Background: an optimization exercise with open tools, aiming at small area and a short achievable clock period. Do not read the settings as production practice. At most, simulation tests tie the RTL to the original design; equivalence was not proved. For run 6, only the layout was checked, not whether the RTL still works. No run shown here takes its clock network from TritonCTS; it comes from the design's own scripts or RTL. No driver is modelled on the clock port, so clock power and skew are understated where the tree is cut down; a real chip needs a root buffer or a tree. Power figures rest on the tool's default switching activity, not on a simulated workload.

==> design.v <==
module fifo(
    input         clk,
    input         rst,         
    input  [7:0]  data_in,
    input         w_en,
    input         r_en,
    output reg [7:0] data_out,
    output reg    full,
    output reg    empty
);
    reg [7:0] mem [0:3][0:7];
    reg [3:0] wb;               
    reg [7:0] wr;               
    reg [3:0] rb;               
    reg [7:0] crow [0:3];       
    reg [3:0] cm;               
    reg [8:0] cq;               
    reg [7:0] cand [0:3];       
    wire wok = w_en & ~full;
    wire rd  = r_en & ~empty;
    wire low = cq[0];
    genvar b, i;
    generate
        for (b = 0; b < 4; b = b + 1) begin : g_bank
            for (i = 0; i < 8; i = i + 1) begin : g_row
                always @(posedge clk)
                    if (wok & wb[b] & wr[i])
                        mem[b][i] <= data_in;
            end
            reg [7:0] sel;
            integer k;
            always @* begin
                sel = 8'b0;
                for (k = 0; k < 8; k = k + 1)
                    sel = sel | ({8{crow[b][k]}} & mem[b][k]);
            end
            always @(posedge clk)
                cand[b] <= (w_en & wb[b] & low) ? data_in : sel;
            always @(posedge clk)
                if (!rst)
                    crow[b] <= 8'b1;
                else if (rd & rb[b])
                    crow[b] <= {crow[b][6:0], crow[b][7]};
        end
    endgenerate
    wire [3:0] cm_inc = {cm[2:0], cm[3]};
    wire [8:0] cq_inc = cm[3] ? {cq[7:0], 1'b0} : cq;
    wire [3:0] cm_dec = {cm[0], cm[3:1]};
    wire [8:0] cq_dec = cm[0] ? {1'b0, cq[8:1]} : cq;
    wire       one    = cq[0] & cm[1];
    wire       n31    = cq[7] & cm[3];
    wire [3:0] cm_w = full ? cm : cm_inc;
    wire [8:0] cq_w = full ? cq : cq_inc;
    wire       e_w  = 1'b0;
    wire       f_w  = full | n31;
    wire [3:0] cm_r = empty ? cm : cm_dec;
    wire [8:0] cq_r = empty ? cq : cq_dec;
    wire       e_r  = empty | one;
    wire       f_r  = 1'b0;
    wire [3:0] cm_wr = empty ? cm_inc : (full ? cm_dec : cm);
    wire [8:0] cq_wr = empty ? cq_inc : (full ? cq_dec : cq);
    wire       f_wr  = 1'b0;
    wire [7:0] head = ({8{rb[0]}} & cand[0]) | ({8{rb[1]}} & cand[1])
                    | ({8{rb[2]}} & cand[2]) | ({8{rb[3]}} & cand[3]);
    always @(posedge clk) begin
        if (!rst) begin
            wb       <= 4'b1;
            wr       <= 8'b1;
            rb       <= 4'b1;
            cm       <= 4'b1;
            cq       <= 9'b1;
            empty    <= 1'b1;
            full     <= 1'b0;
            data_out <= 8'b0;
        end else begin
            if (wok) begin
                wb <= {wb[2:0], wb[3]};
                if (wb[3])
                    wr <= {wr[6:0], wr[7]};
            end
            if (rd) begin
                data_out <= head;
                rb <= {rb[2:0], rb[3]};
            end
            case ({w_en, r_en})
                2'b10: begin
                    cm    <= cm_w;
                    cq    <= cq_w;
                    empty <= e_w;
                    full  <= f_w;
                end
                2'b01: begin
                    cm    <= cm_r;
                    cq    <= cq_r;
                    empty <= e_r;
                    full  <= f_r;
                end
                2'b11: begin
                    cm    <= cm_wr;
                    cq    <= cq_wr;
                    empty <= 1'b0;
                    full  <= f_wr;
                end
                default: ;
            endcase
        end
    end
endmodule
==> flow/run.sh <==
#!/bin/bash
set -euo pipefail
bash standard.sh finish PRE_CTS_TCL="$PWD/flow/my_cts.tcl" \
  BUFFER_PORTS_ARGS="-buffer_cell sky130_fd_sc_hd__buf_4" \
  MATCH_CELL_FOOTPRINT=0 > standard.log 2>&1
==> flow/my_cts.tcl <==
# Replaces clock_tree_synthesis with a two-level tree: K leaf buffers, each
# driving one cluster of clock sinks (k-means on sink locations), fed by up to
# R root buffers (k-means on the leaf locations), which the clock port feeds.
# Every sink sees the same two buffer stages.
rename clock_tree_synthesis orig_clock_tree_synthesis
source [file join [file dirname [info script]] my_cts_params.tcl]

proc my_kmeans {pts k iters} {
  # pts: list of {x y}; returns list of cluster index per point
  set n [llength $pts]
  set sorted [lsort -real -index 0 $pts]
  set cents {}
  for {set i 0} {$i < $k} {incr i} {
    lappend cents [lindex $sorted [expr {int(($i + 0.5) * $n / $k)}]]
  }
  set asg {}
  for {set it 0} {$it < $iters} {incr it} {
    set asg {}
    foreach p $pts {
      set best 0; set bd 1e30; set ci 0
      foreach c $cents {
        set dx [expr {[lindex $p 0] - [lindex $c 0]}]
        set dy [expr {[lindex $p 1] - [lindex $c 1]}]
        set d [expr {$dx * $dx + $dy * $dy}]
        if {$d < $bd} { set bd $d; set best $ci }
        incr ci
      }
      lappend asg $best
    }
    # balance: cap cluster size, move overflow points to nearest non-full cluster
    set newc {}
    for {set c 0} {$c < $k} {incr c} { set sx($c) 0.0; set sy($c) 0.0; set sn($c) 0 }
    foreach p $pts a $asg {
      set sx($a) [expr {$sx($a) + [lindex $p 0]}]
      set sy($a) [expr {$sy($a) + [lindex $p 1]}]
      incr sn($a)
    }
    for {set c 0} {$c < $k} {incr c} {
      if {$sn($c) > 0} {
        lappend newc [list [expr {$sx($c) / $sn($c)}] [expr {$sy($c) / $sn($c)}]]
      } else {
        lappend newc [lindex $cents $c]
      }
    }
    set cents $newc
  }
  return [list $asg $cents]
}

# Reassign points so that no cluster holds more than cap * N / K points:
# points with the most to lose pick first, each taking its nearest cluster
# with room. Returns the assignment and the new cluster centres.
proc my_balance {pts cents capf} {
  set n [llength $pts]
  set k [llength $cents]
  set cap [expr {int(ceil($capf * $n / $k))}]
  set order {}
  set i 0
  foreach p $pts {
    set ds {}
    set ci 0
    foreach c $cents {
      set dx [expr {[lindex $p 0] - [lindex $c 0]}]
      set dy [expr {[lindex $p 1] - [lindex $c 1]}]
      lappend ds [list $ci [expr {sqrt($dx * $dx + $dy * $dy)}]]
      incr ci
    }
    set ds [lsort -real -index 1 $ds]
    set dist($i) $ds
    lappend order [list $i [expr {[lindex $ds 1 1] - [lindex $ds 0 1]}]]
    incr i
  }
  for {set c 0} {$c < $k} {incr c} { set used($c) 0; set sx($c) 0.0; set sy($c) 0.0 }
  foreach o [lsort -real -decreasing -index 1 $order] {
    set i [lindex $o 0]
    foreach d $dist($i) {
      set c [lindex $d 0]
      if {$used($c) < $cap} { set a($i) $c; incr used($c); break }
    }
  }
  set asg {}
  for {set i 0} {$i < $n} {incr i} {
    lappend asg $a($i)
    set p [lindex $pts $i]
    set sx($a($i)) [expr {$sx($a($i)) + [lindex $p 0]}]
    set sy($a($i)) [expr {$sy($a($i)) + [lindex $p 1]}]
  }
  set newc {}
  for {set c 0} {$c < $k} {incr c} {
    if {$used($c) > 0} {
      lappend newc [list [expr {$sx($c) / $used($c)}] [expr {$sy($c) / $used($c)}]]
    } else {
      lappend newc [lindex $cents $c]
    }
  }
  return [list $asg $newc]
}

# Registers that drive an output port (through its port buffer) get the
# strongest drive of their cell type.
proc my_upsize_port_flops {} {
  set block [ord::get_db_block]
  foreach bt [$block getBTerms] {
    if {[$bt getIoType] ne "OUTPUT"} { continue }
    set net [$bt getNet]
    foreach it [$net getITerms] {
      if {![$it isOutputSignal]} { continue }
      set buf [$it getInst]
      foreach bit [$buf getITerms] {
        if {![$bit isInputSignal]} { continue }
        set inet [$bit getNet]
        if {$inet eq "NULL"} { continue }
        foreach dit [$inet getITerms] {
          if {![$dit isOutputSignal]} { continue }
          set ff [$dit getInst]
          set m [[$ff getMaster] getName]
          if {[regexp {^(sky130_fd_sc_hd__dfxtp)_[0-9]+$} $m -> base]} {
            puts "my_cts: [$ff getName] $m -> ${base}_4"
            replace_cell [$ff getName] ${base}_4
          }
        }
      }
    }
  }
}

proc clock_tree_synthesis {args} {
  global my_cts_k my_cts_leaf my_cts_root
  set k $my_cts_k
  set leafm $my_cts_leaf
  set rootm $my_cts_root
  my_upsize_port_flops
  set db [ord::get_db]
  set block [ord::get_db_block]
  set clknet [$block findNet clk]
  set sinks {}
  set pts {}
  foreach it [$clknet getITerms] {
    set inst [$it getInst]
    set loc [$inst getLocation]
    set bb [$inst getBBox]
    lappend sinks $it
    lappend pts [list [expr {([$bb xMin] + [$bb xMax]) / 2.0}] [expr {([$bb yMin] + [$bb yMax]) / 2.0}]]
  }
  puts "my_cts: [llength $sinks] sinks, $k leaves"
  lassign [my_kmeans $pts $k 30] asg cents
  lassign [my_balance $pts $cents $::my_cts_cap] asg cents
  set lm [$db findMaster $leafm]
  set rm [$db findMaster $rootm]
  # group the leaves under R root buffers, each fed by the clock port
  set r $::my_cts_r
  lassign [my_kmeans $cents $r 30] rasg rcents
  for {set q 0} {$q < $r} {incr q} {
    if {[lsearch -exact $rasg $q] < 0} { continue }
    set rootnet($q) [odb::dbNet_create $block clknet_root_$q]
    $rootnet($q) setSigType CLOCK
    set root [odb::dbInst_create $block $rm clkbuf_root_$q]
    set rc [lindex $rcents $q]
    $root setLocation [expr {int([lindex $rc 0])}] [expr {int([lindex $rc 1])}]
    $root setPlacementStatus PLACED
    [$root findITerm A] connect $clknet
    [$root findITerm X] connect $rootnet($q)
  }
  for {set c 0} {$c < $k} {incr c} {
    set n [odb::dbNet_create $block clknet_leaf_$c]
    $n setSigType CLOCK
    set b [odb::dbInst_create $block $lm clkbuf_leaf_$c]
    set cc [lindex $cents $c]
    $b setLocation [expr {int([lindex $cc 0])}] [expr {int([lindex $cc 1])}]
    $b setPlacementStatus PLACED
    [$b findITerm A] connect $rootnet([lindex $rasg $c])
    [$b findITerm X] connect $n
    set leafnet($c) $n
    set cnt($c) 0
  }
  foreach it $sinks a $asg {
    $it disconnect
    $it connect $leafnet($a)
    incr cnt($a)
  }
  set_propagated_clock [all_clocks]
  for {set c 0} {$c < $k} {incr c} { puts "my_cts: leaf $c at [lindex $cents $c]: $cnt($c) sinks" }
  return ""
}
==> flow/my_cts_params.tcl <==
set ::my_cts_k 16
set ::my_cts_r 4
set ::my_cts_leaf sky130_fd_sc_hd__clkbuf_16
set ::my_cts_root sky130_fd_sc_hd__clkbuf_16
set ::my_cts_cap 1.1
==> standard.sh <==
#!/bin/bash
# synth_recipe.tcl (not shown) runs the flow's synth.tcl, then flattens the netlist and writes it again
# the make line also repeats each setting of config.mk as NAME=value (left out here)
make -C /OpenROAD-flow-scripts/flow DESIGN_CONFIG=/design/flow/config.mk WORK_HOME=/design/flow/orfs CLKGATE_MAP_FILE= SYNTH_SCRIPT=/design/flow/synth_recipe.tcl "${@:-finish}"
==> config.mk <==
export PLATFORM = sky130hd
export DESIGN_NAME = fifo
export DESIGN_NICKNAME = fifo
export VERILOG_FILES = /design/flow/design.v
export SDC_FILE = /design/flow/constraint.sdc
export NUM_CORES = 4
export LEC_CHECK = 0
export CAP_MARGIN = 20
export CORE_MARGIN = 2
export CORE_UTILIZATION = 55
export SETUP_SLACK_MARGIN = 1.1
export SLEW_MARGIN = 20
export TNS_END_PERCENT = 5
==> constraint.sdc <==
create_clock -name core_clock -period 2.4 [get_ports {clk}]
set_input_delay 0.4800 -clock core_clock [delete_from_list [all_inputs] [get_ports {clk}]]
set_output_delay 0.4800 -clock core_clock [all_outputs]
set_load 0.01 [all_outputs]
==> run_results.csv, run 1 <==
group,metric,value,unit
clock_network,clk_pin_slew,90,ps
power_and_ir_drop,vdd_drop_max,597,uV
final_layout,layout_common_cells,"edfxtp_1 (256), dfxtp_1 (72), a22o_1 (64), nand2_1 (55), a221oi_1 (49)",
clock_network,clock_latency,340,ps
drt,first_pass_iters,5,
setup_path,crit_fanout,10,
final_layout,nNetsFinal,916,
final_layout,syn_to_final_growth,12.2,%
setup_path,cp-end-kind,"flop",
placed_design,dp_hpwl,19600,um
timing,period_minus_slack,1410,ps
timing,setup_slack,988,ps
floorplan,rows,56,
synth,synth_seq_cells,359,
floorplan,ios,22,
drt,routedWlPerCell,26.2,um
power_and_ir_drop,switching_share,0.201,
timing,rsz0062_at_grt,"yes",
timing,max_slew_margin,0.639,
outcome,status,"no timing/DRC/antenna violations",
drt,viasPerCell,6.40,
placed_design,post-place-ws,559,ps
final_layout,antenna_cells,0,
timing,fin_setup_tns,0,ps
synth,ys_seq_area_frac,0.741,
global_routing,first_global_vias,7683,
global_routing,gr-total-overflow,0,
synth,syn_nets,912,
floorplan,die_w,159,um
final_layout,fin_util,0.629,
clock_network,ctsHoldBuffers,0,
drt,drc_errors,0,
power_and_ir_drop,p_clk_frac,0.305,
setup_path,r2r_end,"cand[0][5]",
final_layout,layout_commonest_cell,"edfxtp_1",
timing,max_freq,708,MHz
floorplan,die_area,0.0252,mm^2
global_routing,grt_usage,0.254,
placed_design,dpl_cell_area,0.0137,mm^2
min_path,hold_depth,2,
timing,skew,61.9,ps
floorplan,initial_core_util,0.561,
synth,synth_edf_count,256,
power_and_ir_drop,seqPwrFrac,0.644,
final_layout,final_layout_size_suffix_gt1_frac,0.194,
power_and_ir_drop,leakagePower,0.00478,uW
setup_path,cp_num_buf_inv,0,
synth,syn-cell-area,0.0132,mm^2
power_and_ir_drop,powerDensity,714,mW/mm^2
timing,setup_viol,0,
setup_path,critical_path.max_stage_delay,460,ps
timing,final_max_slew_viol_count,0,
power_and_ir_drop,p_int,8420,uW
drt,antenna_left,0,
setup_path,crit_required,2550,ps
synth,syn_area_per_cell,14.6,um^2
final_layout,finalInstanceArea,0.0148,mm^2
floorplan,die_y,159,um
timing,finalCritPeriodShare,0.588,
setup_path,cpLargestDelayFamily,"compound AO/OA/AOI/OAI gates",
power_and_ir_drop,combPwrFrac,0.051,
setup_path,rrSetupSlack,990,ps
drt,drt_iter0_markers,660,
placed_design,port_buffers,21,
drt,num_vias,7820,
setup_path,path_class,"reg2reg",
setup_path,crit_chain,"a22o_1 -> a221oi_1 -> a31oi_1",
global_routing,grt_max_degree,45,
power_and_ir_drop,power,10500,uW
setup_path,regToRegStartpoint,"crow[0][7]",
setup_path,worstPathArrival,1560,ps
floorplan,design.core.area,0.0235,mm^2
flow_run,maxCapViolations,0,
synth,yosysWarnings,4,
synth,syn_inst,900,
placed_design,gp_congestion,0.860,
global_routing,grt_pass1_wl,47200,um
synth,async_reset_ff_frac,0,
timing,hold_viol_final,0,
synth,yosys_most_used_dff,"edfxtp_1",
synth,synth.distinct_cells,41,
min_path,hold_path_end,"empty",
min_path,hold_path.class,"in2reg",
timing,worst_pin_slew,540,ps
setup_path,worstSetupStartpointType,"flop",
setup_path,reg2regPathDepth,3,
setup_path,cp_slowest_cell,"dfxtp_1",
power_and_ir_drop,p_sw,2120,uW
drt,wl,32000,um
min_path,min_from,"w_en",
global_routing,antenna_found_initial,0,
stage by stage:
stage / cells / hold slack, ps
floorplan: 900 / 459
global placement: 1178 / 476
detailed placement: 1178 / 484
CTS: 1208 / 458
global route: 1221 / 468
finish: 1221 / 466
Yosys cell counts (8+ instances only):
| master | n | area (um^2) |
|---|---|---|
| a21boi_1 | 32 | 240 |
| a221oi_1 | 64 | 561 |
| a22o_1 | 64 | 561 |
| a22oi_1 | 16 | 120 |
| a31oi_1 | 44 | 275 |
| and3_1 | 32 | 200 |
| buf_2 | 8 | 40.0 |
| clkbuf_1 | 60 | 225 |
| dfxtp_1 | 103 | 2060 |
| edfxtp_1 | 256 | 7690 |
| nand2_1 | 58 | 218 |
| nand3_1 | 49 | 245 |
| nor2_1 | 34 | 128 |
| o21ai_0 | 8 | 40.0 |
routing by layer:
metal	part of all wire	up-vias	GRT usage	wire (um)
li1	-	3549	-	-
met1	0.42	3934	0.356	13500
met2	0.48	278	0.422	15500
met3	0.061	59	0.0289	1940
met4	0.033	0	0.0772	1060
met5	0	-	0	0
state kept, by name, indices dropped and copies added (netlist names):
signal / count
empty: 1
cand: 32
crow: 32
cq: 9
rb: 4
cm: 4
wr: 8
data_out: 8
wb: 4
full: 1
mem: 256
final cells by class:
class                      instances  area, um^2
sequential                       359        9810
fill                            1727        8710
multi-input combinational        468        3500
timing repair buffer              54         549
buffer                            20         500
tap                              319         399
inverter                           1        3.75
kinds of logic after synthesis:
| kind of cell | Yosys count | share of synthesized area |
|---|---|---|
| AO/OA/AOI/OAI | 261 | 0.156 |
| flip-flops | 359 | 0.741 |
| buffers and inverters | 74 | 0.0230 |
| multiplexers | 7 | 0.00533 |
| AND/OR/NAND/NOR | 199 | 0.0744 |
worst max path at each step:
stage / endpoint / cells past startpoint / slack, ps / startpoint
2_1_floorplan: cm[3] / 6 / 1000 / r_en
3_3_place_gp: cq[5] / 6 / 590 / r_en
3_5_place_dp: cq[8] / 6 / 560 / r_en
4_1_cts: crow[2][0] / 3 / 990 / rb[2]
5_1_grt: mem[14][0] / 4 / 980 / full
6_report: cand[0][5] / 3 / 990 / crow[0][7]
power by group through the flow:
stage | Clock [uW] | Combinational (uW) | Sequential [uW]
after floorplan | 0 | 276 | 6880
after global placement | 0 | 444 | 6920
after detailed placement | 0 | 451 | 6920
after CTS | 3260 | 502 | 6790
after global routing | 3440 | 581 | 6800
final | 3210 | 540 | 6790
worst register-to-register path, cell delays in order (launching register included):
cell	delay, ps
dfxtp_1	460
a22o_1	270
a221oi_1	290
a31oi_1	210
what timing repair did:
item,in CTS,in global routing
pin swaps,6,6
setup endpoints to repair,354,349
buffers inserted,9,10
cloned,1,3
resized for setup,58,28
==> inputs of run 2 (changes only) <==
--- a/flow/my_cts.tcl
+++ b/flow/my_cts.tcl
@@ -124,12 +124,31 @@
   }
 }
 
+# Plain registers whose output feeds many pins get a stronger drive.
+proc my_upsize_fanout_flops {} {
+  set block [ord::get_db_block]
+  foreach inst [$block getInsts] {
+    set m [[$inst getMaster] getName]
+    if {![regexp {^sky130_fd_sc_hd__dfxtp_1$} $m]} { continue }
+    set q [$inst findITerm Q]
+    set net [$q getNet]
+    if {$net eq "NULL"} { continue }
+    set n [expr {[llength [$net getITerms]] - 1}]
+    if {$n >= $::my_cts_ff4} {
+      replace_cell [$inst getName] sky130_fd_sc_hd__dfxtp_4
+    } elseif {$n >= $::my_cts_ff2} {
+      replace_cell [$inst getName] sky130_fd_sc_hd__dfxtp_2
+    }
+  }
+}
+
 proc clock_tree_synthesis {args} {
   global my_cts_k my_cts_leaf my_cts_root
   set k $my_cts_k
   set leafm $my_cts_leaf
   set rootm $my_cts_root
   my_upsize_port_flops
+  my_upsize_fanout_flops
   set db [ord::get_db]
   set block [ord::get_db_block]
   set clknet [$block findNet clk]
==> flow/my_cts_params.tcl (replaced) <==
set ::my_cts_k 16
set ::my_cts_r 4
set ::my_cts_leaf sky130_fd_sc_hd__clkbuf_16
set ::my_cts_root sky130_fd_sc_hd__clkbuf_16
set ::my_cts_cap 1.1
set ::my_cts_ff4 7
set ::my_cts_ff2 4
==> run 2 against run 1 <==
Core utilization decreased by 0.75 points. Fmax decreased by 0.60%. Flip-flop and latch count unchanged. Critical endpoint is now empty. Final cell count decreased by 0.82%. Register-to-register slack about the same. Still clean on timing, DRC and antenna. Combinational power decreased by 8.9%. Area after synthesis unchanged.
==> run_results.csv, run 2 <==
group,metric,value,unit
outcome,status,"no timing/DRC/antenna violations",
final_layout,fill_cells,1741,
synth,syn_area_per_cell,14.6,um^2
global_routing,grt_pass1_wl,47200,um
synth,yosysTopAreaCellShare,0.584,
timing,fin_setup_tns,0,ps
power_and_ir_drop,leakagePower,0.00471,uW
synth,synth_common_cells,"edfxtp_1 (256), dfxtp_1 (103), a221oi_1 (64), a22o_1 (64), clkbuf_1 (60)",
drt,first_pass_iters,6,
placed_design,port_buffers,21,
setup_path,crit_required,1920,ps
floorplan,design.core.area,0.0235,mm^2
synth,ys_seq_area_frac,0.741,
drt,viasPerCell,6.40,
timing,worst_pin_slew,572,ps
final_layout,finalInstanceArea,0.0146,mm^2
floorplan,rows,56,
final_layout,antenna_cells,0,
final_layout,layout_commonest_cell,"edfxtp_1",
min_path,hold_depth,2,
clock_network,ctsHoldBuffers,0,
final_layout,largest_register,"mem",
timing,final_max_slew_viol_count,0,
final_layout,largest_reg_flops,256,
synth,syn_inst,900,
setup_path,crit_fanout,8,
drt,antenna_left,0,
global_routing,grt_usage,0.253,
placed_design,dpl_cell_area,0.0137,mm^2
global_routing,first_global_vias,7695,
synth,synth_top_cell_by_area,"edfxtp_1",
drt,drc_errors,0,
drt,wl,31600,um
timing,max_freq,704,MHz
placed_design,gp_congestion,0.860,
timing,finalCritPeriodShare,0.592,
setup_path,worstSetupStartpointType,"flop",
floorplan,ios,22,
setup_path,reg2regPathDepth,4,
power_and_ir_drop,powerDensity,717,mW/mm^2
clock_network,clock_latency,370,ps
synth,yosys_most_used_dff,"edfxtp_1",
placed_design,dp_hpwl,19600,um
global_routing,grt_max_degree,45,
synth,synth_edf_count,256,
power_and_ir_drop,vdd_drop_max,602,uV
min_path,hold_path.class,"in2reg",
timing,period_minus_slack,1420,ps
final_layout,final_layout_size_suffix_gt1_frac,0.201,
synth,async_reset_ff_frac,0,
global_routing,antenna_found_initial,0,
synth,synth.most_common_cell,"edfxtp_1",
floorplan,die_y,159,um
floorplan,die_w,159,um
synth,syn-cell-area,0.0132,mm^2
synth,yosysWarnings,4,
drt,routedWlPerCell,26.1,um
floorplan,initial_core_util,0.561,
setup_path,cp-end-kind,"output port",
synth,synth.distinct_cells,41,
final_layout,layout_common_cells,"edfxtp_1 (256), a22o_1 (64), a221oi_1 (61), nand2_1 (57), dfxtp_4 (49)",
setup_path,rrSetupSlack,1000,ps
final_layout,reg_top3,"mem (256), cand (32), crow (32)",
flow_run,maxCapViolations,0,
floorplan,die_area,0.0252,mm^2
timing,hold_viol_final,0,
timing,setup_viol,0,
global_routing,gr-total-overflow,0,
drt,num_vias,7747,
setup_path,worstPathArrival,940,ps
timing,fin_hold_ws,463,ps
clock_network,clk_pin_slew,80,ps
timing,skew,108,ps
setup_path,path_class,"reg2out",
synth,synth.top_cells.by_area,"edfxtp_1 (58%), dfxtp_1 (16%), a221oi_1 (4.3%), a22o_1 (4.3%), a31oi_1 (2.1%)",
drt,drt_iter0_markers,698,
final_layout,nNetsFinal,906,
final_layout,syn_to_final_growth,10.9,%
timing,rsz0062_at_grt,"yes",
timing,max_slew_margin,0.619,
synth,syn_nets,912,
synth,synth_seq_cells,359,
[run 2: cell types whose count changed in the layout (fill, tap and decap cells not counted), moves of 9 or more]
cell,delta
dfxtp_4,+39
dfxtp_1,-30
a221oi_1,+12
a221oi_2,-11
and3_2,+10
and3_4,-9
dfxtp_2,-9
[run 2: path summary, 6_finish.rpt]
check              from         end
max reg2reg        full   mem[9][0]
min                w_en       empty
min reg2reg  crow[0][6]  crow[0][7]
max               empty       empty
[run 2: area by class of cell]
type                    count  area (um^2)  share of cell area
inverters                   1         3.75            0.000257
flip-flops and latches    359         9950               0.682
multi-input cells         469         3350               0.229
repair buffers             43          389              0.0267
well taps                 319          399              0.0274
plain buffers              20          500              0.0343
[run 2: critical path: stages (launching register included)]
cell and delay, ps:
dfxtp_4 400, buf_4 150, buf_4 130
[run 2: kinds of logic after synthesis]
group                  synth area share
AOI/OAI and AO/OA                 0.156
muxes                           0.00533
buffers and inverters            0.0230
DFF                               0.741
and+or+nand+nor                  0.0744
[run 2: what timing repair did]
item | in CTS | in global routing
endpoints found under the hold margin | 0 | 0
gates cloned | 2 | 0
pin swaps | 4 | 1
gates resized for setup | 11 | 14
endpoints found under the setup margin | 350 | 316
setup buffers | 9 | 2
[run 2: stage by stage]
stage / worst slack [ps] / power (uW) / cells / util
2_1_floorplan: 999 / 7160 / 900 / -
3_3_place_gp: 588 / 7370 / 1178 / 0.582
3_5_place_dp: 559 / 7380 / 1178 / 0.582
4_1_cts: 976 / 10500 / 1209 / 0.618
5_1_grt: 938 / 10700 / 1211 / 0.621
6_report: 980 / 10500 / 1211 / 0.621
[run 2: routing by layer]
layer / share of wire / GRT usage / up-vias / wire [um]
met5: 0 / 0 / - / 0
met4: 0.027 / 0.0644 / 0 / 865
met3: 0.063 / 0.0308 / 53 / 2000
met2: 0.48 / 0.421 / 272 / 15100
met1: 0.43 / 0.359 / 3897 / 13500
li1: - / - / 3525 / -
[run 2: report_power, final]
group	switching (uW)	internal, uW
sequential	79.7	6670
combinational	309	183
clock	1720	1500
==> inputs of run 3 (changes only) <==
--- a/design.v
+++ b/design.v
@@ -10,6 +10,7 @@
 );
     reg [7:0] mem [0:3][0:7];
     reg [3:0] wb;               
+    reg [3:0] wbok;             
     reg [7:0] wr;               
     reg [3:0] rb;               
     reg [7:0] crow [0:3];       
@@ -24,7 +25,7 @@
         for (b = 0; b < 4; b = b + 1) begin : g_bank
             for (i = 0; i < 8; i = i + 1) begin : g_row
                 always @(posedge clk)
-                    if (wok & wb[b] & wr[i])
+                    if (w_en & wbok[b] & wr[i])
                         mem[b][i] <= data_in;
             end
             reg [7:0] sel;
@@ -60,11 +61,14 @@
     wire [3:0] cm_wr = empty ? cm_inc : (full ? cm_dec : cm);
     wire [8:0] cq_wr = empty ? cq_inc : (full ? cq_dec : cq);
     wire       f_wr  = 1'b0;
+    wire       full_n = ~r_en & (full | (w_en & n31));
+    wire [3:0] wb_n   = wok ? {wb[2:0], wb[3]} : wb;
     wire [7:0] head = ({8{rb[0]}} & cand[0]) | ({8{rb[1]}} & cand[1])
                     | ({8{rb[2]}} & cand[2]) | ({8{rb[3]}} & cand[3]);
     always @(posedge clk) begin
         if (!rst) begin
             wb       <= 4'b1;
+            wbok     <= 4'b1;
             wr       <= 8'b1;
             rb       <= 4'b1;
             cm       <= 4'b1;
@@ -73,8 +77,9 @@
             full     <= 1'b0;
             data_out <= 8'b0;
         end else begin
+            wbok <= full_n ? 4'b0 : wb_n;
             if (wok) begin
-                wb <= {wb[2:0], wb[3]};
+                wb <= wb_n;
                 if (wb[3])
                     wr <= {wr[6:0], wr[7]};
             end
==> run 3 against run 2 <==
Wire length shrank 0.97%. Area after synthesis shrank 0.49%. Critical endpoint is now cq[8]. Final cell count fell by 0.41%. Critical path type is now in2reg. Highest routed layer unchanged.
==> run_results.csv, run 3 <==
group,metric,value,unit
outcome,status,"no timing/DRC/antenna violations",
power_and_ir_drop,seqPwrFrac,0.650,
synth,syn_inst,904,
power_and_ir_drop,leakagePower,0.00455,uW
global_routing,grt_usage,0.249,
placed_design,post-place-ws,442,ps
timing,period_minus_slack,1390,ps
power_and_ir_drop,p_clk_frac,0.310,
timing,finalCritPeriodShare,0.580,
placed_design,dp_hpwl,19200,um
placed_design,port_buffers,21,
clock_network,ctsHoldBuffers,0,
clock_network,clock_latency,330,ps
synth,syn-cell-area,0.0131,mm^2
synth,yosysWarnings,4,
setup_path,crit_required,2650,ps
setup_path,worstSetupStartpointType,"input pin",
synth,syn_nets,916,
timing,skew,26.7,ps
timing,setup_slack,1010,ps
power_and_ir_drop,p_sw,2120,uW
floorplan,die_w,158,um
synth,synth.top_cells.by_area,"edfxtp_1 (59%), dfxtp_1 (16%), a22o_1 (4.3%), a221oi_1 (4.3%), a31oi_1 (2.0%)",
synth,synth_top_cell_by_area,"edfxtp_1",
flow_run,maxCapViolations,0,
global_routing,gr-total-overflow,0,
synth,async_reset_ff_frac,0,
final_layout,nNetsFinal,901,
floorplan,rows,56,
final_layout,reg_top3,"mem (256), cand (32), crow (32)",
synth,synth_seq_cells,363,
setup_path,cp_num_buf_inv,1,
drt,antenna_left,0,
synth,ys_seq_area_frac,0.751,
setup_path,cpLargestDelayFamily,"simple AND/OR/NAND/NOR gates",
floorplan,die_y,158,um
timing,fin_setup_tns,0,ps
placed_design,gp_congestion,0.803,
setup_path,cp_slowest_cell,"or3b_1",
final_layout,layout_commonest_cell,"edfxtp_1",
global_routing,first_global_vias,7384,
drt,routedWlPerCell,25.9,um
final_layout,antenna_cells,0,
timing,fin_hold_ws,427,ps
final_layout,final_layout_size_suffix_gt1_frac,0.186,
synth,synth.distinct_cells,43,
synth,syn_area_per_cell,14.5,um^2
timing,rsz0062_at_grt,"yes",
setup_path,crit_chain,"buf_4 -> nand2b_1 -> and4_2 -> or3b_1 -> a21oi_1",
setup_path,worstPathArrival,1650,ps
global_routing,grt_pass1_wl,46600,um
synth,yosysTopAreaCellShare,0.587,
drt,wl,31200,um
global_routing,grt_max_degree,52,
final_layout,largest_register,"mem",
setup_path,crit_fanout,10,
power_and_ir_drop,combPwrFrac,0.041,
final_layout,syn_to_final_growth,9.45,%
floorplan,die_area,0.0251,mm^2
synth,synth_edf_count,256,
drt,viasPerCell,6.53,
drt,drc_errors,0,
drt,num_vias,7880,
final_layout,layout_common_cells,"edfxtp_1 (256), a22o_1 (65), a221oi_1 (62), nand2_1 (61), dfxtp_4 (53)",
drt,first_pass_iters,5,
floorplan,ios,22,
timing,max_slew_margin,0.624,
timing,hold_viol_final,0,
final_layout,fill_cells,1794,
timing,max_freq,718,MHz
timing,final_max_slew_viol_count,0,
global_routing,antenna_found_initial,0,
clock_network,clk_pin_slew,100,ps
final_layout,largest_reg_flops,256,
synth,synth.most_common_cell,"edfxtp_1",
drt,drt_iter0_markers,1065,
synth,yosys_most_used_dff,"edfxtp_1",
setup_path,cp-end-kind,"flop",
setup_path,path_class,"in2reg",
floorplan,initial_core_util,0.559,
timing,setup_viol,0,
power_and_ir_drop,p_int,8390,uW
power_and_ir_drop,vdd_drop_max,605,uV
setup_path,critical_path.max_stage_delay,360,ps
synth,synth_common_cells,"edfxtp_1 (256), dfxtp_1 (107), a22o_1 (65), a221oi_1 (64), nand2_1 (64)",
floorplan,design.core.area,0.0234,mm^2
power_and_ir_drop,powerDensity,734,mW/mm^2
min_path,hold_path.class,"in2reg",
timing,worst_pin_slew,564,ps
power_and_ir_drop,switching_share,0.202,
==> run 3: changes by cell type after synthesis, moves of 6 or more <==
| cell | before | now |
|---|---|---|
| nor2_1 | 34 | 42 |
| a21boi_1 | 32 | 1 |
| clkbuf_1 | 60 | 53 |
| o21a_1 | 7 | 1 |
| nand2_1 | 58 | 64 |
| a21oi_1 | 3 | 42 |
| and2_1 | 7 | 1 |
==> run 3: repair_timing <==
item,in CTS,in global routing
pin swaps,0,4
setup buffers,5,0
endpoints found under the setup margin,132,127
gates cloned,0,1
resized for setup,13,11
==> run 3: cell type report <==
class	instances	area (um^2)	share of cell area
timing repair buffer	30	244	0.0170
buffer	20	500	0.0349
multi-input combinational	472	3140	0.219
sequential	363	10000	0.701
tap	319	399	0.0279
inverter	2	7.51	0.000524
==> run 3: cell families after synthesis <==
logic type      synth area share
buf+inv                   0.0230
flops                      0.751
compound gates             0.149
simple gates              0.0746
mux                      0.00306
==> run 3: final timing paths <==
kind,start,to,slack [ps],cells past startpoint
worst min register to register,cm[2],cm[1],500,2
worst min-delay path,r_en,full,430,2
worst max register to register,empty,cq[7],1010,5
worst max-delay path,r_en,cq[8],1010,5
==> run 3: power groups by stage <==
| stage | clock network [uW] | logic, uW | registers (uW) |
|---|---|---|---|
| global route | 3510 | 466 | 6840 |
| finish | 3260 | 426 | 6830 |
| floorplan | 0 | 246 | 6960 |
| CTS | 3290 | 415 | 6820 |
| global placement | 0 | 384 | 7010 |
| detailed placement | 0 | 397 | 7010 |
==> run 3: routing by layer <==
metal  vias up  routed length (um)  track usage
met5         -                   0            0
met4         0                 636       0.0378
met3        54                2100       0.0240
met1      4001               14200        0.390
li1       3526                   -            -
met2       299               14300        0.390
==> run 3: stage by stage <==
stage	cell area, um^2	std cells	utilization	power, uW
floorplan	13200	904	-	7210
CTS	14300	1205	0.610	10500
detailed placement	13500	1180	0.576	7410
finish	14300	1206	0.612	10500
global route	14300	1206	0.612	10800
global placement	13500	1180	0.576	7390
==> inputs of run 4 (changes only) <==
==> flow/run.sh (replaced) <==
#!/bin/bash
set -euo pipefail
bash standard.sh finish PRE_CTS_TCL="$PWD/flow/my_cts.tcl" \
  BUFFER_PORTS_ARGS="-buffer_cell sky130_fd_sc_hd__buf_4" \
  MATCH_CELL_FOOTPRINT=0 RECOVER_POWER=100 > standard.log 2>&1
==> run 4 against run 3 <==
Still clean on timing, DRC and antenna. Critical path depth unchanged. Combinational power decreased by 3%. First-iteration DRC count increased by 3.7%. Sequential share of layout area increased by 0.63 points. Die area unchanged. Worst setup slack got worse by 390 ps. Register-to-register slack got worse by 390 ps. Worst hold slack improved by 6.8 ps. Clock skew decreased by 3.9 ps. Synthesized cell count unchanged. Core utilization decreased by 0.84 points. Fmax decreased by 22%. Critical path type is now reg2reg. Critical endpoint is now cq[5]. Highest routed layer unchanged.
==> run_results.csv, run 4 <==
group,metric,value,unit
floorplan,initial_core_util,0.559,
final_layout,layout_common_cells,"edfxtp_1 (256), a22o_1 (65), a221oi_1 (62), nand2_1 (62), dfxtp_1 (56)",
floorplan,rows,56,
final_layout,finalNonFillerCells,1206,
placed_design,gp_congestion,0.803,
synth,synth_mux_area_frac,0.00306,
setup_path,crit_required,2640,ps
synth,syn-cell-area,0.0131,mm^2
final_layout,fin_util,0.604,
placed_design,dp_hpwl,19200,um
placed_design,port_buffers,21,
drt,first_pass_iters,6,
drt,routedWlPerCell,26.0,um
final_layout,layout_commonest_cell,"edfxtp_1",
drt,antenna_left,0,
global_routing,first_global_vias,7384,
final_layout,largest_reg_flops,256,
global_routing,grt_pass1_wl,46600,um
min_path,hold_path.class,"in2reg",
global_routing,grt_usage,0.249,
synth,synth.distinct_cells,43,
drt,num_vias,7843,
synth,syn_area_per_cell,14.5,um^2
synth,yosysWarnings,4,
synth,synth_top_cell_by_area,"edfxtp_1",
power_and_ir_drop,p_sw,2130,uW
synth,synth_seq_cells,363,
floorplan,die_w,158,um
drt,wl,31300,um
synth,synth_common_cells,"edfxtp_1 (256), dfxtp_1 (107), a22o_1 (65), a221oi_1 (64), nand2_1 (64)",
synth,yosys_most_used_dff,"edfxtp_1",
synth,synth_xor_area_frac,0,
timing,max_freq,562,MHz
synth,syn_nets,916,
clock_network,clk_pin_slew,100,ps
power_and_ir_drop,leakagePower,0.00455,uW
flow_run,maxCapViolations,0,
global_routing,gr-total-overflow,0,
final_layout,nNetsFinal,901,
synth,synth.most_common_cell,"edfxtp_1",
timing,final_max_slew_viol_count,0,
clock_network,clock_latency,320,ps
power_and_ir_drop,seqPwrFrac,0.650,
clock_network,ctsHoldBuffers,0,
power_and_ir_drop,powerDensity,744,mW/mm^2
outcome,status,"no timing/DRC/antenna violations",
power_and_ir_drop,switching_share,0.203,
final_layout,syn_to_final_growth,7.95,%
timing,period_minus_slack,1780,ps
synth,synth_top_family_by_area,"compound AO/OA/AOI/OAI gates",
synth,yosysTopAreaCellShare,0.587,
setup_path,crit_fanout,6,
floorplan,die_y,158,um
floorplan,ios,22,
synth,synth-simple-area-share,0.0746,
setup_path,cp-end-kind,"flop",
global_routing,grt_max_degree,52,
setup_path,worstSetupStartpointType,"flop",
final_layout,final_layout_size_suffix_gt1_frac,0.124,
timing,worst_pin_slew,1080,ps
drt,drt_iter0_markers,1104,
power_and_ir_drop,p_int,8380,uW
floorplan,design.core.area,0.0234,mm^2
synth,synth.top_cells.by_area,"edfxtp_1 (59%), dfxtp_1 (16%), a22o_1 (4.3%), a221oi_1 (4.3%), a31oi_1 (2.0%)",
final_layout,largest_register,"mem",
synth,synth_compound_area_frac,0.149,
synth,syn_inst,904,
drt,viasPerCell,6.50,
timing,hold_viol_final,0,
final_layout,antenna_cells,0,
final_layout,reg_top3,"mem (256), cand (32), crow (32)",
power_and_ir_drop,vdd_drop_max,606,uV
drt,drc_errors,0,
timing,rsz0062_at_grt,"yes",
timing,setup_viol,0,
timing,max_slew_margin,0.283,
setup_path,worstPathArrival,2020,ps
synth,synthAdderAreaFrac,0,
synth,async_reset_ff_frac,0,
timing,finalCritPeriodShare,0.742,
synth,ys_seq_area_frac,0.751,
power_and_ir_drop,p_clk_frac,0.311,
floorplan,die_area,0.0251,mm^2
placed_design,dp_cells,1180,
power_and_ir_drop,combPwrFrac,0.039,
timing,fin_setup_tns,0,ps
timing,skew,22.8,ps
global_routing,antenna_found_initial,0,
final_layout,fill_cells,1842,
setup_path,path_class,"reg2reg",
synth,synth_edf_count,256,
[run 4: worst max-delay path: stages, from the launching register on]
cell and delay [ps]:
dfxtp_1 470, clkbuf_1 310, nand4bb_1 240, o211a_1 280, nand2_1 170, o22ai_1 240
[run 4: what timing repair did]
item	in CTS	in global routing
pin swaps	0	4
cloned	0	1
setup buffers	5	0
resized for setup	13	11
endpoints found under the setup margin	132	127
[run 4: layout make-up]
type,count,area (um^2),share of cell area
Tap cell,319,399,0.0282
Buffer,20,500,0.0354
Timing Repair Buffer,30,216,0.0153
Multi-Input combinational cell,472,3020,0.213
Inverter,2,7.51,0.000531
Sequential cell,363,9990,0.707
[run 4: metrics by stage]
step | worst slack (ps) | hold WS [ps] | power (uW) | instance area [um^2]
final | 620 | 434 | 10500 | 14100
after global routing | 534 | 425 | 10800 | 14100
after CTS | 1020 | 417 | 10500 | 14300
after detailed placement | 442 | 483 | 7410 | 13500
after global placement | 560 | 479 | 7390 | 13500
after floorplan | 888 | 462 | 7210 | 13200
[run 4: cell families (layout without fill, tap and decap cells)]
logic type	after synthesis	count (layout)
compound gates	262	263
buf+inv	70	52
flops	363	363
mux	4	4
simple gates	205	205
[run 4: final timing paths]
| check | startpoint | endpoint | slack, ps | depth (start not counted) |
|---|---|---|---|---|
| min reg2reg | cm[2] | cm[1] | 500 | 2 |
| max | empty | cq[5] | 620 | 5 |
| min | r_en | full | 430 | 2 |
| max reg2reg | empty | cq[5] | 620 | 5 |
[run 4: routing by layer]
| layer | up-vias | GRT usage | wire [um] |
|---|---|---|---|
| li1 | 3523 | - | - |
| met1 | 3969 | 0.390 | 14300 |
| met2 | 305 | 0.390 | 14300 |
| met3 | 46 | 0.0240 | 2060 |
| met4 | 0 | 0.0378 | 597 |
| met5 | - | 0 | 0 |
[run 4: power groups by stage]
stage / clock network (uW) / logic (uW) / registers [uW]
2_1_floorplan: 0 / 246 / 6960
3_3_place_gp: 0 / 384 / 7010
3_5_place_dp: 0 / 397 / 7010
4_1_cts: 3290 / 415 / 6820
5_1_grt: 3510 / 452 / 6840
6_report: 3270 / 413 / 6830
==> inputs of run 5 (changes only) <==
==> flow/run.sh (replaced) <==
#!/bin/bash
set -euo pipefail
bash standard.sh finish PRE_CTS_TCL="$PWD/flow/my_cts.tcl" \
  POST_CTS_TCL="$PWD/flow/post_cts.tcl" \
  BUFFER_PORTS_ARGS="-buffer_cell sky130_fd_sc_hd__buf_4" \
  MATCH_CELL_FOOTPRINT=0 > standard.log 2>&1
==> flow/post_cts.tcl (new file) <==
# A second setup repair after the standard post-CTS one, over all endpoints.
estimate_parasitics -placement
repair_timing -setup -setup_margin 1.2 -repair_tns 100 -verbose
detailed_placement
check_placement -verbose
==> run 5 against run 4 <==
Cell area is 3.6% higher. Critical path type unchanged. Clock power is essentially flat. Flip-flop and latch count is the same. First-iteration DRC count up 5.9%. Critical path depth is 1 higher. Sequential power hardly changed. Final cell count increased by 0.75%. Core utilization rose by 2.2 points. Wire length rose by 0.48%.
==> run_results.csv, run 5 <==
group,metric,value,unit
synth,synth.top_cells.by_area,"edfxtp_1 (59%), dfxtp_1 (16%), a22o_1 (4.3%), a221oi_1 (4.3%), a31oi_1 (2.0%)",
floorplan,rows,56,
setup_path,worstSetupStartpointType,"flop",
timing,max_freq,727,MHz
synth,yosys_most_used_dff,"edfxtp_1",
synth,ys_seq_area_frac,0.751,
global_routing,antenna_found_initial,0,
drt,first_pass_iters,5,
power_and_ir_drop,powerDensity,721,mW/mm^2
placed_design,port_buffers,21,
synth,synth_common_cells,"edfxtp_1 (256), dfxtp_1 (107), a22o_1 (65), a221oi_1 (64), nand2_1 (64)",
floorplan,die_w,158,um
floorplan,ios,22,
final_layout,layout_commonest_cell,"edfxtp_1",
drt,antenna_left,0,
drt,num_vias,7926,
timing,fin_setup_tns,0,ps
final_layout,antenna_cells,0,
synth,synth_seq_cells,363,
floorplan,initial_core_util,0.559,
synth,yosysTopAreaCellShare,0.587,
setup_path,cp-end-kind,"flop",
final_layout,multi_input_area,0.00328,mm^2
timing,max_slew_margin,0.625,
power_and_ir_drop,power,10600,uW
timing,finalCritPeriodShare,0.573,
synth,yosysWarnings,4,
setup_path,worstPathArrival,1590,ps
timing,setup_viol,0,
final_layout,layout_common_cells,"edfxtp_1 (256), a22o_1 (65), nand2_1 (58), dfxtp_4 (53), a221oi_1 (48)",
final_layout,reg_top3,"mem (256), cand (32), crow (32)",
timing,worst_pin_slew,561,ps
final_layout,fill_cells,1753,
drt,drt_iter0_markers,1169,
synth,synth.most_common_cell,"edfxtp_1",
global_routing,grt_usage,0.251,
final_layout,nNetsFinal,910,
drt,routedWlPerCell,25.9,um
setup_path,cpLargestDelayFamily,"compound AO/OA/AOI/OAI gates",
floorplan,design.core.area,0.0234,mm^2
setup_path,cp_slowest_cell,"dfxtp_4",
clock_network,clock_latency,320,ps
synth,synth.distinct_cells,43,
final_layout,syn_to_final_growth,11.8,%
min_path,hold_path.class,"in2reg",
final_layout,largest_reg_flops,256,
placed_design,dpl_cell_area,0.0135,mm^2
global_routing,gr-total-overflow,0,
final_layout,seq_area,0.0100,mm^2
synth,syn-cell-area,0.0131,mm^2
synth,syn_area_per_cell,14.5,um^2
outcome,status,"no timing/DRC/antenna violations",
timing,hold_viol_final,0,
setup_path,regToRegStartpoint,"empty",
final_layout,final_layout_size_suffix_gt1_frac,0.220,
power_and_ir_drop,vdd_drop_max,610,uV
global_routing,grt_pass1_wl,47000,um
timing,skew,21.6,ps
final_layout,finalNonFillerCells,1215,
placed_design,dp_cells,1180,
min_path,min_from,"r_en",
clock_network,clk_pin_slew,90,ps
timing,setup_slack,1020,ps
final_layout,largest_register,"mem",
timing,period_minus_slack,1380,ps
setup_path,critPathLaunch,"empty",
timing,final_max_slew_viol_count,0,
global_routing,first_global_vias,7448,
synth,synth_edf_count,256,
drt,viasPerCell,6.52,
final_layout,finalInstanceArea,0.0146,mm^2
global_routing,grt_max_degree,52,
synth,synth_top_cell_by_area,"edfxtp_1",
setup_path,path_class,"reg2reg",
setup_path,cp_num_buf_inv,2,
flow_run,maxCapViolations,0,
floorplan,die_y,158,um
floorplan,die_area,0.0251,mm^2
power_and_ir_drop,leakagePower,0.00467,uW
synth,async_reset_ff_frac,0,
synth,syn_inst,904,
setup_path,crit_chain,"buf_6 -> buf_6 -> nor2b_1 -> a311oi_1 -> a32o_1 -> a21oi_1",
setup_path,critical_path.max_stage_delay,390,ps
placed_design,dp_hpwl,19200,um
setup_path,crit_required,2610,ps
drt,drc_errors,0,
setup_path,crit_fanout,5,
setup_path,crit_top_cell,"buf_6",
synth,syn_nets,916,
timing,rsz0062_at_grt,"yes",
drt,wl,31500,um
placed_design,gp_congestion,0.803,
placed_design,post-place-ws,442,ps
[run 5: cell families after synthesis]
group | after synthesis | synth area share
DFF | 363 | 0.751
AOI/OAI and AO/OA | 262 | 0.149
and+or+nand+nor | 205 | 0.0746
buffers and inverters | 70 | 0.0230
muxes | 4 | 0.00306
[run 5: metrics by stage]
| step | util | hold WS (ps) |
|---|---|---|
| 5_1_grt | 0.626 | 440 |
| 2_1_floorplan | - | 462 |
| 3_5_place_dp | 0.576 | 483 |
| 6_report | 0.626 | 445 |
| 3_3_place_gp | 0.576 | 479 |
[run 5: worst register-to-register path: stages (launching register included)]
cell and delay, ps:
dfxtp_4 390, buf_6 130, buf_6 110, nor2b_1 120, a311oi_1 270, a32o_1 180
a21oi_1 70
[run 5: report_power, final]
part,switching (uW),leakage (uW),internal (uW),total (uW)
Clock,1760,0.000246,1500,3260
Sequential,94.0,0.00322,6740,6830
Combinational,287,0.00120,180,468
[run 5: worst paths after layout]
path | depth (start not counted) | endpoint | slack (ps)
min reg2reg | 2 | cm[1] | 500
max | 6 | cq[7] | 1020
max reg2reg | 6 | cq[7] | 1020
min | 2 | full | 450
[run 5: cell type report]
type	instances	share of cell area
inverters	2	0.000513
multi-input cells	472	0.224
well taps	319	0.0273
flip-flops and latches	363	0.686
plain buffers	20	0.0342
repair buffers	39	0.0281
[run 5: routing by layer]
metal  up-vias  GRT usage  wire, um
li1       3546          -         -
met1      4024      0.393     14200
met2       316      0.397     14500
met3        40     0.0237      2230
met4         0     0.0322       481
met5         -          0         0
==> inputs of run 6 (changes only) <==
==> design.v (replaced) <==
module fifo(
    input         clk,
    input         rst,         
    input  [7:0]  data_in,
    input         w_en,
    input         r_en,
    output reg [7:0] data_out,
    output reg    full,
    output reg    empty
);
    reg [7:0] mem [0:3][0:7];
    reg [3:0] wb;               
    reg [3:0] wbok;             
    reg [7:0] wr;               
    reg [3:0] rb;               
    reg [3:0] rbok;             
    reg [7:0] crow [0:3];       
    reg [3:0] cm;               
    reg [8:0] cq;               
    reg [7:0] cand [0:3];       
    reg       nfull, nempty;    
    reg       up_q, dn_q;       
    wire wok = w_en & nfull;
    wire rd  = r_en & nempty;
    wire low = cq[0];
    genvar b, i;
    generate
        for (b = 0; b < 4; b = b + 1) begin : g_bank
            for (i = 0; i < 8; i = i + 1) begin : g_row
                always @(posedge clk)
                    if (w_en & wbok[b] & wr[i])
                        mem[b][i] <= data_in;
            end
            reg [7:0] sel;
            integer k;
            always @* begin
                sel = 8'b0;
                for (k = 0; k < 8; k = k + 1)
                    sel = sel | ({8{crow[b][k]}} & mem[b][k]);
            end
            always @(posedge clk)
                cand[b] <= (w_en & wb[b] & low) ? data_in : sel;
            always @(posedge clk)
                if (!rst)
                    crow[b] <= 8'b1;
                else if (r_en & rbok[b])
                    crow[b] <= {crow[b][6:0], crow[b][7]};
        end
    endgenerate
    wire [7:0] head = ({8{rb[0]}} & cand[0]) | ({8{rb[1]}} & cand[1])
                    | ({8{rb[2]}} & cand[2]) | ({8{rb[3]}} & cand[3]);
    wire inc = w_en & (r_en ? empty : nfull);
    wire dec = r_en & (w_en ? full : nempty);
    wire       one_n   = cq[0] & cm[1];
    wire       n31_n   = cq[7] & cm[3];
    wire       empty_n = ~w_en & (empty | (r_en & one_n));
    wire       full_n  = ~r_en & (full | (w_en & n31_n));
    wire [3:0] wb_n    = wok ? {wb[2:0], wb[3]} : wb;
    wire [3:0] rb_n    = rd ? {rb[2:0], rb[3]} : rb;
    wire [3:0] cm_n    = inc ? {cm[2:0], cm[3]} : (dec ? {cm[0], cm[3:1]} : cm);
    wire       up      = w_en & ~r_en & up_q;
    wire       dn      = r_en & (w_en ? full : dn_q);
    always @(posedge clk) begin
        if (!rst) begin
            wb       <= 4'b1;
            wbok     <= 4'b1;
            wr       <= 8'b1;
            rb       <= 4'b1;
            rbok     <= 4'b0;
            cm       <= 4'b1;
            cq       <= 9'b1;
            up_q     <= 1'b0;
            dn_q     <= 1'b0;
            empty    <= 1'b1;
            full     <= 1'b0;
            nempty   <= 1'b0;
            nfull    <= 1'b1;
            data_out <= 8'b0;
        end else begin
            wb     <= wb_n;
            wbok   <= full_n ? 4'b0 : wb_n;
            if (w_en & wbok[3])
                wr <= {wr[6:0], wr[7]};
            rb     <= rb_n;
            rbok   <= empty_n ? 4'b0 : rb_n;
            if (rd)
                data_out <= head;
            cm     <= cm_n;
            if (up)
                cq <= {cq[7:0], 1'b0};
            else if (dn)
                cq <= {1'b0, cq[8:1]};
            up_q   <= cm_n[3] & ~full_n;
            dn_q   <= cm_n[0] & ~empty_n;
            empty  <= empty_n;
            full   <= full_n;
            nempty <= ~empty_n;
            nfull  <= ~full_n;
        end
    end
endmodule
==> flow/run.sh (replaced) <==
#!/bin/bash
set -euo pipefail
bash standard.sh finish PRE_CTS_TCL="$PWD/flow/my_cts.tcl" \
  BUFFER_PORTS_ARGS="-buffer_cell sky130_fd_sc_hd__buf_4" \
  MATCH_CELL_FOOTPRINT=0 > standard.log 2>&1
removed: flow/post_cts.tcl
==> run 6 against run 5 <==
Still clean on timing, DRC and antenna. Via count fell by 2.7%. First-iteration DRC count decreased by 19%. Flip-flop and latch count grew 8. Register-to-register slack hardly changed. Clock skew grew 25 ps. Wire length up 0.23%. Cell area is essentially flat. Largest power group unchanged. Highest routed layer unchanged.
==> run_results.csv, run 6 <==
group,metric,value,unit
clock_network,ctsHoldBuffers,0,
min_path,min_from,"cq[1]",
drt,drt_iter0_markers,944,
final_layout,syn_to_final_growth,8.99,%
min_path,hold_path_end,"cq[1]",
synth,synth_top_cell_by_area,"edfxtp_1",
setup_path,cp_slowest_cell,"a221oi_1",
setup_path,crit_required,2610,ps
synth,synth_seq_cells,371,
min_path,hold_depth,1,
power_and_ir_drop,p_int,8530,uW
setup_path,regToRegStartpoint,"crow[2][1]",
power_and_ir_drop,powerDensity,729,mW/mm^2
clock_network,cts_setup_buffers,0,
timing,setup_viol,0,
setup_path,critical_path.max_stage_delay,470,ps
power_and_ir_drop,seqPwrFrac,0.652,
synth,synth.distinct_cells,40,
clock_network,clock_latency,330,ps
drt,first_pass_iters,5,
floorplan,die_w,160,um
final_layout,antenna_cells,0,
setup_path,rrSetupSlack,1020,ps
setup_path,cp.depth,3,
timing,worst_pin_slew,568,ps
setup_path,path_class,"reg2reg",
setup_path,cpLargestDelayFamily,"compound AO/OA/AOI/OAI gates",
placed_design,port_buffers,21,
final_layout,layout_common_cells,"edfxtp_1 (256), a22o_1 (64), a221oi_1 (62), dfxtp_4 (55), nand2_1 (52)",
power_and_ir_drop,p_sw,2140,uW
power_and_ir_drop,switching_share,0.200,
timing,max_slew_margin,0.622,
synth,synth.most_common_cell,"edfxtp_1",
power_and_ir_drop,combPwrFrac,0.040,
synth,synth.top_cells.by_area,"edfxtp_1 (57%), dfxtp_1 (17%), a221oi_1 (4.2%), a22o_1 (4.2%), a31oi_1 (2.0%)",
timing,rsz0062_at_grt,"yes",
placed_design,dp_hpwl,19300,um
setup_path,crit_fanout,10,
synth,async_reset_ff_frac,0,
synth,yosys_most_used_dff,"edfxtp_1",
floorplan,ios,22,
drt,viasPerCell,6.38,
timing,hold_viol_final,0,
setup_path,cp_num_buf_inv,0,
timing,fin_hold_ws,505,ps
final_layout,reg_top3,"mem (256), cand (32), crow (32)",
synth,syn_area_per_cell,14.9,um^2
synth,ys_seq_area_frac,0.744,
global_routing,grt_usage,0.242,
setup_path,worstSetupStartpointType,"flop",
final_layout,final_layout_size_suffix_gt1_frac,0.172,
final_layout,largest_reg_flops,256,
setup_path,crit_chain,"a22o_1 -> a221oi_1 -> a31oi_1",
synth,yosysWarnings,4,
timing,period_minus_slack,1380,ps
flow_run,maxCapViolations,0,
timing,skew,47.1,ps
global_routing,use_met2,0.395,
setup_path,reg2regPathDepth,3,
final_layout,layout_commonest_cell,"edfxtp_1",
synth,yosysTopAreaCellShare,0.573,
global_routing,grt_pass1_wl,46900,um
global_routing,gr-total-overflow,0,
setup_path,r2r_end,"cand[2][1]",
power_and_ir_drop,leakagePower,0.00483,uW
power_and_ir_drop,vdd_drop_max,543,uV
drt,drc_errors,0,
synth,synth_common_cells,"edfxtp_1 (256), dfxtp_1 (115), a221oi_1 (64), a22o_1 (64), nand2_1 (52)",
synth,syn_nets,914,
power_and_ir_drop,power,10700,uW
global_routing,first_global_vias,7407,
setup_path,worstPathArrival,1600,ps
global_routing,use_met3,0.0260,
drt,num_vias,7710,
placed_design,gp_congestion,0.860,
global_routing,grt_max_degree,38,
synth,syn-cell-area,0.0134,mm^2
synth,synth_edf_count,256,
final_layout,largest_register,"mem",
timing,final_max_slew_viol_count,0,
min_path,hold_path.class,"reg2reg",
timing,finalCritPeriodShare,0.577,
floorplan,rows,57,
drt,antenna_left,0,
outcome,status,"no timing/DRC/antenna violations",
timing,max_freq,723,MHz
drt,wl,31600,um
floorplan,die_area,0.0257,mm^2
final_layout,nNetsFinal,899,
power_and_ir_drop,p_clk_frac,0.308,
global_routing,busiest_layer,"met2",
global_routing,antenna_found_initial,0,
synth,syn_inst,902,
floorplan,design.core.area,0.0241,mm^2
floorplan,initial_core_util,0.557,
global_routing,grtUsageMet1,0.365,
setup_path,cp-end-kind,"flop",
timing,fin_setup_tns,0,ps
floorplan,die_y,160,um
clock_network,clk_pin_slew,100,ps
drt,routedWlPerCell,26.1,um
final_layout,fill_cells,1851,
==> run 6: cell type report <==
type / count / area [um^2] / share of cell area
well taps: 324 / 405 / 0.0277
inverters: 6 / 22.5 / 0.00154
repair buffers: 28 / 251 / 0.0172
multi-input cells: 460 / 3240 / 0.221
flip-flops and latches: 371 / 10200 / 0.698
plain buffers: 20 / 500 / 0.0342
==> run 6: cells by family after synthesis <==
| family | count (synthesis) | share of synthesized area |
|---|---|---|
| AO/OA/AOI/OAI | 255 | 0.149 |
| buffers and inverters | 72 | 0.0248 |
| flip-flops | 371 | 0.744 |
| multiplexers | 17 | 0.0134 |
| AND/OR/NAND/NOR | 187 | 0.0687 |
==> run 6: stage by stage <==
step,instance area (um^2),cells,worst slack [ps],util
after global placement,13800,1187,537,0.573
after CTS,14600,1209,1040,0.606
after global routing,14600,1209,1010,0.607
after detailed placement,13800,1187,476,0.573
final,14600,1209,1020,0.607
after floorplan,13500,902,1030,-
==> run 6: worst reg2reg max path: cells and delay by family (launching register included) <==
kind	cells	cell delay [ps]
AOI/OAI and AO/OA	3	850
DFF	1	410
==> run 6: power by group through the flow <==
stage	clock network, uW	logic, uW	registers [uW]
floorplan	0	255	7100
global placement	0	395	7140
detailed placement	0	411	7150
CTS	3310	425	6960
global route	3560	463	6970
finish	3280	423	6960
==> run 6: worst max-delay path by stage <==
stage | startpoint | endpoint
finish | crow[2][1] | cand[2][1]
global route | cq[0] | dn_q
CTS | crow[2][0] | cand[2][4]
detailed placement | w_en | cq[2]
global placement | w_en | cq[8]
floorplan | w_en | mem[25][0]
==> run 6: timing repair <==
| action | CTS | global route |
|---|---|---|
| pin swaps | 1 | 0 |
| endpoints found under the setup margin | 190 | 89 |
| gates resized for setup | 6 | 5 |
| gates cloned | 2 | 0 |
| hold endpoints to repair | 0 | 0 |
==> run 6: routing by layer <==
layer / vias to the layer above / wire length, um
li1: 3509 / -
met1: 3897 / 14100
met2: 267 / 14900
met3: 37 / 2050
met4: 0 / 507
met5: - / 0
==> inputs of run 7 (changes only) <==
--- a/design.v
+++ b/design.v
@@ -18,11 +18,12 @@
     reg [3:0] cm;               
     reg [8:0] cq;               
     reg [7:0] cand [0:3];       
+    reg [7:0] wd;               
+    reg       byp;              
     reg       nfull, nempty;    
     reg       up_q, dn_q;       
     wire wok = w_en & nfull;
     wire rd  = r_en & nempty;
-    wire low = cq[0];
     genvar b, i;
     generate
         for (b = 0; b < 4; b = b + 1) begin : g_bank
@@ -39,7 +40,7 @@
                     sel = sel | ({8{crow[b][k]}} & mem[b][k]);
             end
             always @(posedge clk)
-                cand[b] <= (w_en & wb[b] & low) ? data_in : sel;
+                cand[b] <= sel;
             always @(posedge clk)
                 if (!rst)
                     crow[b] <= 8'b1;
@@ -47,8 +48,10 @@
                     crow[b] <= {crow[b][6:0], crow[b][7]};
         end
     endgenerate
-    wire [7:0] head = ({8{rb[0]}} & cand[0]) | ({8{rb[1]}} & cand[1])
-                    | ({8{rb[2]}} & cand[2]) | ({8{rb[3]}} & cand[3]);
+    wire [3:0] hs = rb & {4{~byp}};
+    wire [7:0] head = ({8{hs[0]}} & cand[0]) | ({8{hs[1]}} & cand[1])
+                    | ({8{hs[2]}} & cand[2]) | ({8{hs[3]}} & cand[3])
+                    | ({8{byp}} & wd);
     wire inc = w_en & (r_en ? empty : nfull);
     wire dec = r_en & (w_en ? full : nempty);
     wire       one_n   = cq[0] & cm[1];
@@ -60,6 +63,10 @@
     wire [3:0] cm_n    = inc ? {cm[2:0], cm[3]} : (dec ? {cm[0], cm[3:1]} : cm);
     wire       up      = w_en & ~r_en & up_q;
     wire       dn      = r_en & (w_en ? full : dn_q);
+    always @(posedge clk) begin
+        wd  <= data_in;
+        byp <= wok & (empty | (r_en & one_n));
+    end
     always @(posedge clk) begin
         if (!rst) begin
             wb       <= 4'b1;
==> run 7 against run 6 <==
Wire length is 5.2% lower. Worst hold slack worse by 18 ps. Critical path type is now reg2out. Sequential share of layout area is 1.7 points higher. Still clean. Die area decreased by 0.86%. Critical path depth is 2 lower. Cell area decreased by 0.74%. Clock skew increased by 18 ps. Register-to-register slack improved by 100 ps. Global-route usage decreased by 1.2 points. Via count down 3.0%.
==> run_results.csv, run 7 <==
group,metric,value,unit
global_routing,grt_usage,0.230,
placed_design,post-place-ws,421,ps
setup_path,cpLargestDelayFamily,"flip-flops",
final_layout,largest_reg_flops,256,
synth,synth.distinct_cells,31,
floorplan,initial_core_util,0.563,
setup_path,critical_path.max_stage_delay,360,ps
setup_path,crit_fanout,3,
global_routing,grt_max_degree,60,
timing,skew,65.2,ps
clock_network,clock_latency,350,ps
floorplan,die_y,160,um
final_layout,final_layout_size_suffix_gt1_frac,0.169,
min_path,hold_path.class,"reg2reg",
power_and_ir_drop,p_sw,2120,uW
timing,period_minus_slack,1310,ps
synth,syn_inst,890,
drt,routedWlPerCell,25.0,um
synth,syn_nets,902,
power_and_ir_drop,seqPwrFrac,0.659,
setup_path,path_class,"reg2out",
placed_design,dp_hpwl,18700,um
floorplan,ios,22,
timing,setup_viol,0,
timing,max_freq,761,MHz
power_and_ir_drop,powerDensity,742,mW/mm^2
final_layout,layout_common_cells,"edfxtp_1 (256), a22oi_1 (145), dfxtp_1 (57), dfxtp_4 (54), nand3_1 (48)",
synth,yosys_most_used_dff,"edfxtp_1",
synth,ys_seq_area_frac,0.765,
setup_path,cp_slowest_cell,"dfxtp_4",
outcome,status,"no timing/DRC/antenna violations",
setup_path,cp-end-kind,"output port",
global_routing,antenna_found_initial,1,
setup_path,crit_required,1920,ps
power_and_ir_drop,p_int,8650,uW
final_layout,antenna_cells,0,
floorplan,design.core.area,0.0236,mm^2
drt,viasPerCell,6.26,
clock_network,ctsHoldBuffers,0,
final_layout,fin_util,0.615,
synth,syn_area_per_cell,14.9,um^2
timing,finalCritPeriodShare,0.548,
setup_path,cp_num_buf_inv,1,
final_layout,syn_to_final_growth,9.15,%
drt,antenna_left,0,
final_layout,nNetsFinal,890,
clock_network,clk_pin_slew,90,ps
setup_path,worstSetupStartpointType,"flop",
synth,synth_edf_count,256,
floorplan,rows,56,
synth,syn-cell-area,0.0133,mm^2
timing,setup_slack,1090,ps
timing,rsz0062_at_grt,"yes",
global_routing,grt_pass1_wl,45200,um
setup_path,worstPathArrival,830,ps
synth,synth_top_cell_by_area,"edfxtp_1",
timing,fin_setup_tns,0,ps
final_layout,layout_commonest_cell,"edfxtp_1",
flow_run,maxCapViolations,0,
synth,synth.top_cells.by_area,"edfxtp_1 (58%), dfxtp_1 (19%), a22oi_1 (8.2%), nand3_1 (1.8%), a21boi_0 (1.7%)",
power_and_ir_drop,switching_share,0.197,
synth,yosysTopAreaCellShare,0.578,
synth,async_reset_ff_frac,0,
setup_path,crit_chain,"buf_4",
power_and_ir_drop,leakagePower,0.00463,uW
placed_design,port_buffers,21,
drt,first_pass_iters,7,
synth,synth_common_cells,"edfxtp_1 (256), a22oi_1 (145), dfxtp_1 (124), clkbuf_1 (50), nand3_1 (48)",
power_and_ir_drop,p_clk_frac,0.305,
drt,num_vias,7478,
placed_design,gp_congestion,0.835,
drt,drc_errors,0,
synth,yosysWarnings,4,
synth,synth.most_common_cell,"edfxtp_1",
drt,wl,29900,um
power_and_ir_drop,vdd_drop_max,604,uV
floorplan,die_w,160,um
timing,final_max_slew_viol_count,0,
global_routing,gr-total-overflow,0,
timing,hold_viol_final,0,
final_layout,largest_register,"mem",
timing,max_slew_margin,0.679,
floorplan,die_area,0.0254,mm^2
timing,worst_pin_slew,482,ps
final_layout,reg_top3,"mem (256), cand (32), crow (32)",
drt,drt_iter0_markers,762,
power_and_ir_drop,combPwrFrac,0.036,
global_routing,first_global_vias,7378,
synth,synth_seq_cells,380,
## run 7: cell type report
cell class              instances  area (um^2)
well taps                     319          399
fillers                      1761         9090
flip-flops and latches        380        10400
repair buffers                 27          239
inverters                       5         18.8
multi-input cells             444         2970
plain buffers                  20          500
## run 7: per-layer routing
metal,vias to the layer above,share of wire,routed length [um],track usage
li1,3414,-,-,-
met1,3749,0.44,13200,0.339
met2,267,0.48,14200,0.377
met3,46,0.056,1690,0.0227
met4,2,0.026,791,0.0496
met5,-,0.00047,14,0
## run 7: cells by family (layout without fill, tap and decap cells)
group           after synthesis  count (layout)  share of synthesized area
mux                          17              17                     0.0136
compound gates              236             236                      0.124
flops                       380             380                      0.765
simple gates                190             191                     0.0766
buf+inv                      67              52                     0.0215
## run 7: through the flow
stage / cell area [um^2] / cells / total power (uW) / hold WS (ps)
after global placement: 13700 / 1170 / 7640 / 472
after CTS: 14500 / 1192 / 10800 / 482
after floorplan: 13400 / 890 / 7470 / 440
final: 14500 / 1195 / 10800 / 487
after detailed placement: 13700 / 1170 / 7660 / 461
after global routing: 14500 / 1195 / 11100 / 501
## run 7: path summary, 6_finish.rpt
kind	from	to	slack [ps]	depth (start not counted)
worst max register to register	wr[4]	mem[28][6]	1120	1
worst min-delay path	mem[19][1]	cand[2][1]	490	2
worst min register to register	mem[19][1]	cand[2][1]	490	2
worst max-delay path	empty	empty	1090	1
## run 7: power groups by stage
stage / clock (uW) / combinational [uW] / sequential, uW
floorplan: 0 / 222 / 7250
global placement: 0 / 365 / 7280
detailed placement: 0 / 377 / 7280
CTS: 3330 / 386 / 7090
global route: 3530 / 426 / 7100
finish: 3280 / 391 / 7090
## run 7: what timing repair did
item / 4_1_cts / 5_1_grt
setup buffers: 2 / 2
endpoints found under the setup margin: 150 / 46
pin swaps: 1 / 1
cloned: 0 / 1
resized for setup: 9 / 4

## separate check: timing with driven ports
The flow's constraints put no driver on any port. The routed layouts listed below were extracted and timed again, unchanged, in two steps. Step 1, drivers: a clkbuf_16 drives clk and a buf_2 each remaining input, both assumed. Step 2 times the ports against the registers' clock, not the clock port: input delays grow and output delays shrink by t, the midpoint of the rising clock arrivals with the driver on. a / b / c = ideal / step 1 / step 2; a / b = the first two.
run	shift t [ns]	slack for setup (ns)	clock arrival spread, ns	slew at the worst register clock pin (ns)
run 1	0.407	0.988 / 0.928 / 0.643	0.063 / 0.062	0.10 / 0.10
run 2	0.415	0.980 / 0.877 / 0.638	0.110 / 0.110	0.09 / 0.09
run 3	0.419	1.008 / 0.947 / 0.665	0.029 / 0.028	0.10 / 0.10
run 4	0.420	0.620 / 0.620 / 0.342	0.024 / 0.024	0.10 / 0.10
run 5	0.417	1.024 / 0.956 / 0.725	0.025 / 0.025	0.10 / 0.10
run 6	0.419	1.016 / 0.965 / 0.631	0.053 / 0.054	0.10 / 0.10
run 7	0.423	1.085 / 0.979 / 0.753	0.070 / 0.070	0.10 / 0.10
After both steps setup and hold are still met in every run listed. For run 6, which loses most, drivers alone change the setup slack by -0.051 ns; drivers and shift together by -0.385 ns.
